This design comes from an exercise in tuning for small area, a short achievable clock period and few clock cycles on the open sky130 flow, not from production work.
Only simulation tests tie the RTL to the original design; equivalence was not proved.

==> run E: inputs <==
## geofence
module geofence (clk, reset, X, Y, R, valid, is_inside);
    input clk;
    input reset;
    input [9:0] X;
    input [9:0] Y;
    input [10:0] R;
    output valid;
    output is_inside;
    localparam SORT = 5'd25;
    reg [4:0] cyc;
    reg valid_r;
    reg fb;                  
    reg [1:0] sj;            
    reg [2:0] si;            
    reg [1:0] sph;           
    assign valid = valid_r;
    wire bad;                
    wire sort_done = (cyc == SORT) && (sph == 2'd2) && (sj == 2'd3) && (si == 3'd4);
    reg [4:0] cn;            
    reg [4:0] cw;            
    reg fbn;
    reg [1:0] sjn, sphn;
    reg [2:0] sin;
    always @(*) begin
        if (cyc == 5'd23)
            cn = (fb || !bad) ? 5'd24 : SORT;
        else if (cyc == 5'd24)
            cn = 5'd0;
        else if (cyc == SORT)
            cn = sort_done ? 5'd7 : SORT;
        else
            cn = cyc + 5'd1;
        if (cyc == 5'd24)
            cw = 5'd0;
        else if (cyc == SORT)
            cw = sort_done ? 5'd7 : SORT;
        else
            cw = cyc + 5'd1;
        fbn = (cyc == 5'd23 && !fb && bad) ? 1'b1 : (cyc == 5'd24) ? 1'b0 : fb;
        sphn = 2'd3; sjn = 2'd0; sin = 3'd0;
        if (cyc == SORT) begin
            sphn = (sph == 2'd2) ? 2'd0 : sph + 2'd1;
            sjn = (sph == 2'd2) ? sj + 2'd1 : sj;
            sin = (sph == 2'd2 && sj == 2'd3) ? si + 3'd1 : si;
        end
    end
    always @(posedge clk or posedge reset) begin
        if (reset) begin
            cyc <= 5'd0;
            valid_r <= 1'b0;
            fb <= 1'b0;
            sj <= 2'd0;
            si <= 3'd0;
            sph <= 2'd0;
        end else begin
            valid_r <= (cyc == 5'd23) && (fb || !bad);
            cyc <= cn;
            fb <= fbn;
            sj <= sjn;
            si <= sin;
            sph <= sphn;
  ...
==> flow/config.mk <==
export PLATFORM = sky130hd
export DESIGN_NAME = geofence
export DESIGN_NICKNAME = geofence
export VERILOG_FILES = /design/flow/design.v
export SDC_FILE = /design/flow/constraint.sdc
export NUM_CORES = 4
export LEC_CHECK = 0
export CAP_MARGIN = 20
export CORE_MARGIN = 2
export CORE_UTILIZATION = 35
export GPL_ROUTABILITY_DRIVEN = 1
export PLACE_DENSITY = 0.5
export SLEW_MARGIN = 20
==> flow/constraint.sdc <==
create_clock -name core_clock -period 24.0 [get_ports {clk}]
set_input_delay 4.8000 -clock core_clock [delete_from_list [all_inputs] [get_ports {clk}]]
set_output_delay 4.8000 -clock core_clock [all_outputs]
set_load 0.01 [all_outputs]
standard.sh (not shown) runs the stock make flow with config.mk's settings and CLKGATE_MAP_FILE= SYNTH_SCRIPT=/design/flow/synth_recipe.tcl, a recipe that flattens the netlist after the stock synthesis.
==> flow/flow/run.sh <==
#!/bin/bash
set -euo pipefail
export SETUP_SLACK_MARGIN=19
bash standard.sh > standard_flow.log 2>&1
==> run Y: changes against run E <==
--- a/flow/design.v
+++ b/flow/design.v
@@ -2,15 +2,15 @@
     input clk;
     input reset;
     input [9:0] X;
     input [9:0] Y;
     input [10:0] R;
     output valid;
     output is_inside;
-    localparam SORT = 5'd25;
+    localparam SORT = 5'd24;
     reg [4:0] cyc;
     reg valid_r;
     reg fb;                  
     reg [1:0] sj;            
     reg [2:0] si;            
     reg [1:0] sph;           
     assign valid = valid_r;
@@ -18,29 +18,29 @@
     wire sort_done = (cyc == SORT) && (sph == 2'd2) && (sj == 2'd3) && (si == 3'd4);
     reg [4:0] cn;            
     reg [4:0] cw;            
     reg fbn;
     reg [1:0] sjn, sphn;
     reg [2:0] sin;
     always @(*) begin
-        if (cyc == 5'd23)
-            cn = (fb || !bad) ? 5'd24 : SORT;
-        else if (cyc == 5'd24)
+        if (cyc == 5'd22)
+            cn = (fb || !bad) ? 5'd23 : SORT;
+        else if (cyc == 5'd23)
             cn = 5'd0;
         else if (cyc == SORT)
             cn = sort_done ? 5'd7 : SORT;
         else
             cn = cyc + 5'd1;
-        if (cyc == 5'd24)
+        if (cyc == 5'd23)
             cw = 5'd0;
         else if (cyc == SORT)
             cw = sort_done ? 5'd7 : SORT;
         else
             cw = cyc + 5'd1;
-        fbn = (cyc == 5'd23 && !fb && bad) ? 1'b1 : (cyc == 5'd24) ? 1'b0 : fb;
+        fbn = (cyc == 5'd22 && !fb && bad) ? 1'b1 : (cyc == 5'd23) ? 1'b0 : fb;
         sphn = 2'd3; sjn = 2'd0; sin = 3'd0;
         if (cyc == SORT) begin
             sphn = (sph == 2'd2) ? 2'd0 : sph + 2'd1;
             sjn = (sph == 2'd2) ? sj + 2'd1 : sj;
             sin = (sph == 2'd2 && sj == 2'd3) ? si + 3'd1 : si;
         end
     end
@@ -49,15 +49,15 @@
             cyc <= 5'd0;
             valid_r <= 1'b0;
             fb <= 1'b0;
             sj <= 2'd0;
             si <= 3'd0;
             sph <= 2'd0;
         end else begin
-            valid_r <= (cyc == 5'd23) && (fb || !bad);
+            valid_r <= (cyc == 5'd22) && (fb || !bad);
             cyc <= cn;
             fb <= fbn;
             sj <= sjn;
             si <= sin;
             sph <= sphn;
         end
     end
@@ -84,48 +84,41 @@
         d_last <= 4'd0;
         d_c6 <= 1'b0;
         end else begin
         d_load <= (cw <= 5'd5);
         d_newf <= (cw >= 5'd1) && (cw <= 5'd6);
         for (k = 0; k < 6; k = k + 1)
             d_vld[k] <= (cw <= 5'd5) && (k >= 6 - cw);
-        d_cxld <= (cw >= 5'd6 && cw <= 5'd9) || (cw == 5'd12) || (cw >= 5'd19 && cw <= 5'd21)
+        d_cxld <= (cw >= 5'd6 && cw <= 5'd9) || (cw == 5'd11) || (cw >= 5'd18 && cw <= 5'd20)
                   || (cyc == SORT && (sph == 2'd3 || sph == 2'd2));
-        d_area <= (cw >= 5'd11) && (cw <= 5'd16);
-        d_psel <= cw[2:0] - 3'd3;                        
-        d_accen <= (cw >= 5'd12) && (cw <= 5'd23);
-        d_accfirst <= (cw == 5'd12);
-        d_fw <= {cw == 5'd11, cw == 5'd10, cw == 5'd9, cw == 5'd8};
-        d_flw <= (cw >= 5'd9) && (cw <= 5'd11);
-        d_last <= {cw == 5'd12, cw == 5'd11, cw == 5'd10, cw == 5'd9};
+        d_area <= (cw >= 5'd10) && (cw <= 5'd15);
+        d_psel <= cw[2:0] - 3'd2;                        
+        d_accen <= (cw >= 5'd11) && (cw <= 5'd22);
+        d_accfirst <= (cw == 5'd11);
+        d_fw <= {cw == 5'd10, cw == 5'd9, cw == 5'd8, cw == 5'd7};
+        d_flw <= (cw >= 5'd8) && (cw <= 5'd10);
+        d_last <= {cw == 5'd11, cw == 5'd10, cw == 5'd9, cw == 5'd8};
         d_c6 <= (cw == 5'd6);
         end
     end
     reg [9:0]  rx [0:5];
     reg [9:0]  ry [0:5];
     reg [10:0] rr [0:5];
     reg [2:0]  rk [0:5];
-    reg [5:0]  xhl, xhe, xll, xle, yhl, yhe, yll;
-    wire [5:0] xltr = xhl | (xhe & xll);
-    wire [5:0] xeqr = xhe & xle;
-    wire [5:0] yltr = yhl | (yhe & yll);
-    wire [5:0] ltr = (xltr | (xeqr & yltr)) & vldr;   
+    reg [5:0]  xltr, xeqr, yltr;
+    wire [5:0] ltr = xltr | (xeqr & yltr);      
     wire [5:0] gtr = {1'b0, ~ltr[4:0] & vldr[4:0]};    
     reg [2:0]  ek [0:5];          
-    reg  [5:0] cxhl, cxhe, cxll, cxle, cyhl, cyhe, cyll;
+    reg  [5:0] xlt, xeq, ylt;
     reg  [5:0] vldr;
     always @(*) begin
         for (k = 0; k < 6; k = k + 1) begin
-            cxhl[k] = (rx[k][9:5] < X[9:5]);
-            cxhe[k] = (rx[k][9:5] == X[9:5]);
-            cxll[k] = (rx[k][4:0] < X[4:0]);
-            cxle[k] = (rx[k][4:0] == X[4:0]);
-            cyhl[k] = (ry[k][9:5] < Y[9:5]);
-            cyhe[k] = (ry[k][9:5] == Y[9:5]);
-            cyll[k] = (ry[k][4:0] < Y[4:0]);
+            xlt[k] = d_vld[k] && (rx[k] < X);
+            xeq[k] = d_vld[k] && (rx[k] == X);
+            ylt[k] = (ry[k] < Y);
         end
     end
     reg [2:0] ltcnt;
     always @(*) begin
         ltcnt = 3'd0;
         for (k = 0; k < 6; k = k + 1)
             ltcnt = ltcnt + {2'b0, ltr[k]};
@@ -138,22 +131,19 @@
             rx[k] <= rx[k+1];
             ry[k] <= ry[k+1];
             rr[k] <= rr[k+1];
             rk[k] <= ek[k+1];
         end
         if (d_load) begin
             rx[5] <= X; ry[5] <= Y; rr[5] <= R;
-            xhl <= {1'b0, cxhl[5:1]}; xhe <= {1'b0, cxhe[5:1]};
-            xll <= {1'b0, cxll[5:1]}; xle <= {1'b0, cxle[5:1]};
-            yhl <= {1'b0, cyhl[5:1]}; yhe <= {1'b0, cyhe[5:1]}; yll <= {1'b0, cyll[5:1]};
+            xltr <= {1'b0, xlt[5:1]}; xeqr <= {1'b0, xeq[5:1]}; yltr <= {1'b0, ylt[5:1]};
             vldr <= {1'b0, d_vld[5:1]};
         end else begin
             rx[5] <= rx[0]; ry[5] <= ry[0]; rr[5] <= rr[0]; rk[5] <= ek[0];
-            xhl <= 6'd0; xhe <= 6'd0; xll <= 6'd0; xle <= 6'd0;
-            yhl <= 6'd0; yhe <= 6'd0; yll <= 6'd0;
+            xltr <= 6'd0; xeqr <= 6'd0; yltr <= 6'd0;
             vldr <= 6'd0;
         end
     end
     function [19:0] rdxy;
         input [2:0] want;
         input [59:0] xs, ys;
         input [17:0] ks;
@@ -225,23 +215,23 @@
         endcase
     end
     always @(posedge clk) begin
         cb_late <= 1'b0;
         co_r <= 3'd0; ca_r <= 3'd5; cb_r <= cw[2:0] - 3'd5;      
         if (cyc == SORT && sph[1]) begin
             {co_r, ca_r, cb_r, spar} <= sort3(p0rank, nxa, nxb);
-        end else if (cw == 5'd12) begin
+        end else if (cw == 5'd11) begin
             co_r <= 3'd0; ca_r <= 3'd1;
             cb_r <= (f2 == f1) ? 3'd2 : (f3 == f1) ? 3'd3 : 3'd4;
             cb_late <= (f2 != f1) && (f3 != f1);
-        end else if (cw == 5'd19) begin
+        end else if (cw == 5'd18) begin
             co_r <= p2; ca_r <= 3'd2; cb_r <= n2;
-        end else if (cw == 5'd20) begin
+        end else if (cw == 5'd19) begin
             co_r <= p3; ca_r <= 3'd3; cb_r <= n3;
-        end else if (cw == 5'd21) begin
+        end else if (cw == 5'd20) begin
             co_r <= p4; ca_r <= 3'd4; cb_r <= 3'd5;
         end
     end
     wire [2:0] cb = cb_late ? ((f4 == f1) ? 3'd4 : 3'd5) : cb_r;
     wire l_none = (ltr[4:0] == 5'd0);
     wire l_all  = (ltr[4:0] == 5'b11111);
     wire l_one  = (ltr[4:0] == 5'b00001) || (ltr[4:0] == 5'b00010) || (ltr[4:0] == 5'b00100)
@@ -281,36 +271,36 @@
     wire [9:0] abx = bx[9:0];
     wire [9:0] aby = by[10] ? (10'd0 - by[9:0]) : by[9:0];
     reg [2:0] wa_pre, wb_pre;
     reg wlate, winv, wdir_pre;
     reg [2:0] fo0, fo1;
     always @(*) begin
         case (cyc)
-            5'd7:  begin fo0 = p0rank; fo1 = perm1; end
-            5'd8:  begin fo0 = perm1;  fo1 = perm2; end
-            5'd9:  begin fo0 = perm2;  fo1 = perm3; end
-            5'd10: begin fo0 = perm3;  fo1 = perm4; end
-            5'd11: begin fo0 = perm4;  fo1 = perm5; end
-            default: begin fo0 = perm5; fo1 = p0rank; end
+            5'd7:  begin fo0 = perm1;  fo1 = perm2; end
+            5'd8:  begin fo0 = perm2;  fo1 = perm3; end
+            5'd9:  begin fo0 = perm3;  fo1 = perm4; end
+            5'd10: begin fo0 = perm4;  fo1 = perm5; end
+            5'd11: begin fo0 = perm5;  fo1 = p0rank; end
+            default: begin fo0 = p0rank; fo1 = perm1; end
         endcase
     end
     always @(posedge clk) begin
         wdir_pre <= (fo0 < fo1);
         wlate <= 1'b0;
         winv <= 1'b0;
         if (fb) begin
             wa_pre <= (fo0 < fo1) ? fo0 : fo1;
             wb_pre <= (fo0 < fo1) ? fo1 : fo0;
         end else begin
             case (cyc)
-                5'd7:  begin wa_pre <= 3'd0; wb_pre <= 3'd1; end
-                5'd8:  begin wa_pre <= 3'd4; wb_pre <= 3'd5; end
-                5'd9:  begin wa_pre <= 3'd0; wb_pre <= 3'd2; wlate <= 1'b1; end
-                5'd10: begin wa_pre <= 3'd0; wb_pre <= 3'd3; wlate <= 1'b1; end
-                5'd11: begin wa_pre <= 3'd0; wb_pre <= 3'd4; wlate <= 1'b1; end
+                5'd6:  begin wa_pre <= 3'd0; wb_pre <= 3'd1; end
+                5'd7:  begin wa_pre <= 3'd4; wb_pre <= 3'd5; end
+                5'd8:  begin wa_pre <= 3'd0; wb_pre <= 3'd2; wlate <= 1'b1; end
+                5'd9:  begin wa_pre <= 3'd0; wb_pre <= 3'd3; wlate <= 1'b1; end
+                5'd10: begin wa_pre <= 3'd0; wb_pre <= 3'd4; wlate <= 1'b1; end
                 default: begin wa_pre <= 3'd0; wb_pre <= 3'd5; wlate <= 1'b1; winv <= 1'b1; end
             endcase
         end
     end
     wire [2:0] wa = wlate ? ((flast ^ winv) ? lastU : lastL) : wa_pre;
     wire [2:0] wb = wb_pre;
     wire wdir = wdir_pre;
@@ -399,46 +389,48 @@
         end else begin
             m_a0 <= s5_s; m_b0 <= s5_p;
             m_a1 <= s5_q; m_b1 <= s5_rr;
         end
     end
     wire [19:0] u6 = m_a0 * m_b0;
     wire [19:0] v6 = m_a1 * m_b1;
+    wire gt6 = (u6 > v6);
+    wire cpos = (neg1 == neg2) ? (neg1 ^ gt6) : ~neg1;     
     reg [19:0] s7_u, s7_v;
     always @(posedge clk) begin
         s7_u <= u6; s7_v <= v6;
     end
+    always @(posedge clk) begin
+        if (d_fw[0]) f1 <= cpos;
+        if (d_fw[1]) f2 <= cpos;
+        if (d_fw[2]) f3 <= cpos;
+        if (d_fw[3]) f4 <= cpos;
+        if (d_flw) flast <= cpos;
+    end
     reg neg1_d, neg2_d;
     always @(posedge clk) begin
         neg1_d <= neg1; neg2_d <= neg2;
     end
     wire gt7 = (s7_u > s7_v);
     wire eq7 = (s7_u == s7_v);
     wire cz_r = eq7 && ((neg1_d == neg2_d) || (s7_u == 20'd0));
     wire cpos_r = (neg1_d == neg2_d) ? (neg1_d ^ gt7) : ~neg1_d;
     reg nonconv;
     always @(posedge clk) begin
         if (cyc == 5'd6)
             nonconv <= 1'b0;
         else if (cyc >= 5'd8 && cyc <= 5'd11)
             nonconv <= nonconv | cz_r;
-        else if (cyc == 5'd14)
+        else if (cyc == 5'd13)
             nonconv <= nonconv | cz_r | (cpos_r == f1);
-        else if (cyc == 5'd21)
+        else if (cyc == 5'd20)
             nonconv <= nonconv | cz_r | (cpos_r == f2);
-        else if (cyc == 5'd22)
+        else if (cyc == 5'd21)
             nonconv <= nonconv | cz_r | (cpos_r == f3);
     end
-    always @(posedge clk) begin
-        if (d_fw[0]) f1 <= cpos_r;
-        if (d_fw[1]) f2 <= cpos_r;
-        if (d_fw[2]) f3 <= cpos_r;
-        if (d_fw[3]) f4 <= cpos_r;
-        if (d_flw) flast <= cpos_r;
-    end
     assign bad = nonconv | cz_r | (cpos_r == f4);
     assign swap = (cyc == SORT) && (sph == 2'd2) && !cz_r && (spar ? cpos_r : !cpos_r);
     always @(posedge clk) begin
         if (cyc == 5'd6) begin
             p0rank <= ek[0];
             perm1 <= ek[1]; perm2 <= ek[2]; perm3 <= ek[3]; perm4 <= ek[4]; perm5 <= ek[5];
         end else begin
==> flow/flow/run.sh (replaced) <==
#!/bin/bash
set -euo pipefail
export SETUP_SLACK_MARGIN=18
bash standard.sh > standard_flow.log 2>&1
==> run K: changes against run E <==
--- a/flow/design.v
+++ b/flow/design.v
@@ -100,32 +100,25 @@
         d_c6 <= (cw == 5'd6);
         end
     end
     reg [9:0]  rx [0:5];
     reg [9:0]  ry [0:5];
     reg [10:0] rr [0:5];
     reg [2:0]  rk [0:5];
-    reg [5:0]  xhl, xhe, xll, xle, yhl, yhe, yll;
-    wire [5:0] xltr = xhl | (xhe & xll);
-    wire [5:0] xeqr = xhe & xle;
-    wire [5:0] yltr = yhl | (yhe & yll);
-    wire [5:0] ltr = (xltr | (xeqr & yltr)) & vldr;   
+    reg [5:0]  xltr, xeqr, yltr;
+    wire [5:0] ltr = xltr | (xeqr & yltr);      
     wire [5:0] gtr = {1'b0, ~ltr[4:0] & vldr[4:0]};    
     reg [2:0]  ek [0:5];          
-    reg  [5:0] cxhl, cxhe, cxll, cxle, cyhl, cyhe, cyll;
+    reg  [5:0] xlt, xeq, ylt;
     reg  [5:0] vldr;
     always @(*) begin
         for (k = 0; k < 6; k = k + 1) begin
-            cxhl[k] = (rx[k][9:5] < X[9:5]);
-            cxhe[k] = (rx[k][9:5] == X[9:5]);
-            cxll[k] = (rx[k][4:0] < X[4:0]);
-            cxle[k] = (rx[k][4:0] == X[4:0]);
-            cyhl[k] = (ry[k][9:5] < Y[9:5]);
-            cyhe[k] = (ry[k][9:5] == Y[9:5]);
-            cyll[k] = (ry[k][4:0] < Y[4:0]);
+            xlt[k] = d_vld[k] && (rx[k] < X);
+            xeq[k] = d_vld[k] && (rx[k] == X);
+            ylt[k] = (ry[k] < Y);
         end
     end
     reg [2:0] ltcnt;
     always @(*) begin
         ltcnt = 3'd0;
         for (k = 0; k < 6; k = k + 1)
             ltcnt = ltcnt + {2'b0, ltr[k]};
@@ -138,22 +131,19 @@
             rx[k] <= rx[k+1];
             ry[k] <= ry[k+1];
             rr[k] <= rr[k+1];
             rk[k] <= ek[k+1];
         end
         if (d_load) begin
             rx[5] <= X; ry[5] <= Y; rr[5] <= R;
-            xhl <= {1'b0, cxhl[5:1]}; xhe <= {1'b0, cxhe[5:1]};
-            xll <= {1'b0, cxll[5:1]}; xle <= {1'b0, cxle[5:1]};
-            yhl <= {1'b0, cyhl[5:1]}; yhe <= {1'b0, cyhe[5:1]}; yll <= {1'b0, cyll[5:1]};
+            xltr <= {1'b0, xlt[5:1]}; xeqr <= {1'b0, xeq[5:1]}; yltr <= {1'b0, ylt[5:1]};
             vldr <= {1'b0, d_vld[5:1]};
         end else begin
             rx[5] <= rx[0]; ry[5] <= ry[0]; rr[5] <= rr[0]; rk[5] <= ek[0];
-            xhl <= 6'd0; xhe <= 6'd0; xll <= 6'd0; xle <= 6'd0;
-            yhl <= 6'd0; yhe <= 6'd0; yll <= 6'd0;
+            xltr <= 6'd0; xeqr <= 6'd0; yltr <= 6'd0;
             vldr <= 6'd0;
         end
     end
     function [19:0] rdxy;
         input [2:0] want;
         input [59:0] xs, ys;
         input [17:0] ks;
==> flow/flow/run.sh (replaced) <==
#!/bin/bash
set -euo pipefail
export SETUP_SLACK_MARGIN=18
bash standard.sh > standard_flow.log 2>&1
==> notes <==
- Run K finished clean. Run E produced a clean layout. Run Y went through all stages and came out clean.
- Maximum frequency is about the same in run K and run E.
- Between run K and run E, the lower synthesized area is in run K (gap about 0.8%, measured against run E).
- Between run K and run Y, the lower non-clock buffer count is in run K (gap 97).
- Wire length, highest first: run E, run Y, run K.
- The lowest clock-buffer cell count belongs to run Y, the highest to run K.
- Clock skew: run E > run Y > run K.
- First-iteration DRC count: run Y is higher than run K (about 6%).
- Against run E, the design area of run K is smaller by 11%.
==> figures <==
Placement-stage worst setup slack: run Y 16.62 ns; run K 16.48 ns; run E 17.35 ns
Post-route non-filler standard cell count: run Y 8,466; run K 8,281; run E 8,658
Gate Count Post-Synth: run Y 6,169; run K 6,091; run E 6,096
Filler Cell Count: run Y 16,300; run K 15,900; run E 15,500
Routed via count: run Y 43,800; run K 42,800; run E 45,000
Met3 Track Usage GR: run Y 2.34%; run K 3.43%; run E 3.00%
Non-clk bufs: run Y 209; run K 112; run E 469
Status: run Y no timing/DRC/antenna violations; run K no timing/DRC/antenna violations; run E no timing/DRC/antenna violations
Vias in the first global route: run Y 43,900; run K 43,300; run E 44,600
Pin count of the biggest net entering global routing: run Y 76; run K 80; run E 79
Simple-gate area share of the yosys netlist: run Y 13.2%; run K 12.9%; run E 13.0%
Wire length per cell after detailed routing: run Y 19.7 µm; run K 19.5 µm; run E 20.4 µm
Adder and majority gate portion of the synthesized area: run Y 27.5%; run K 27.2%; run E 27.0%
Area share of buffers outside the clock network: run Y 2.77%; run K 1.47%; run E 5.85%
Testbench counts of run E, summed over its fixed seeds: cycles 40,936.
Testbench counts of run Y, summed over its fixed seeds: cycles 39,324.
Testbench counts of run K, summed over its fixed seeds: cycles 40,936.

what the ideal ports hide:
The flow's constraints put no driver on any port. The routed layouts listed below were extracted and timed again, unchanged, in two steps.
Step 1: set_driving_cell puts a clkbuf_16 on clk and a buf_2 on each other input, an assumption about the parent block.
Step 2, shift: input delay + t, output delay - t, t = (earliest + latest rising clock arrival at the registers) / 2. This alone moves slack from input paths to output paths.
a / b / c = ideal ports / drivers / drivers and shift; a / b = the first two.
run	t, ns	setup WS [ns]	worst hold slack (ns)	worst register clock-pin slew, ns
run E	0.765	17.958 / 17.873 / 18.025	0.324 / 0.324 / 0.324	0.07 / 0.07
run Y	0.758	17.591 / 17.591 / 17.211	0.295 / 0.295 / 0.295	0.07 / 0.07
run K	0.778	17.951 / 17.866 / 17.206	0.322 / 0.322 / 0.322	0.07 / 0.07
After both steps setup and hold are still met in every run listed. For run K, which loses most, drivers alone change the setup slack by -0.085 ns; drivers and shift together by -0.745 ns.
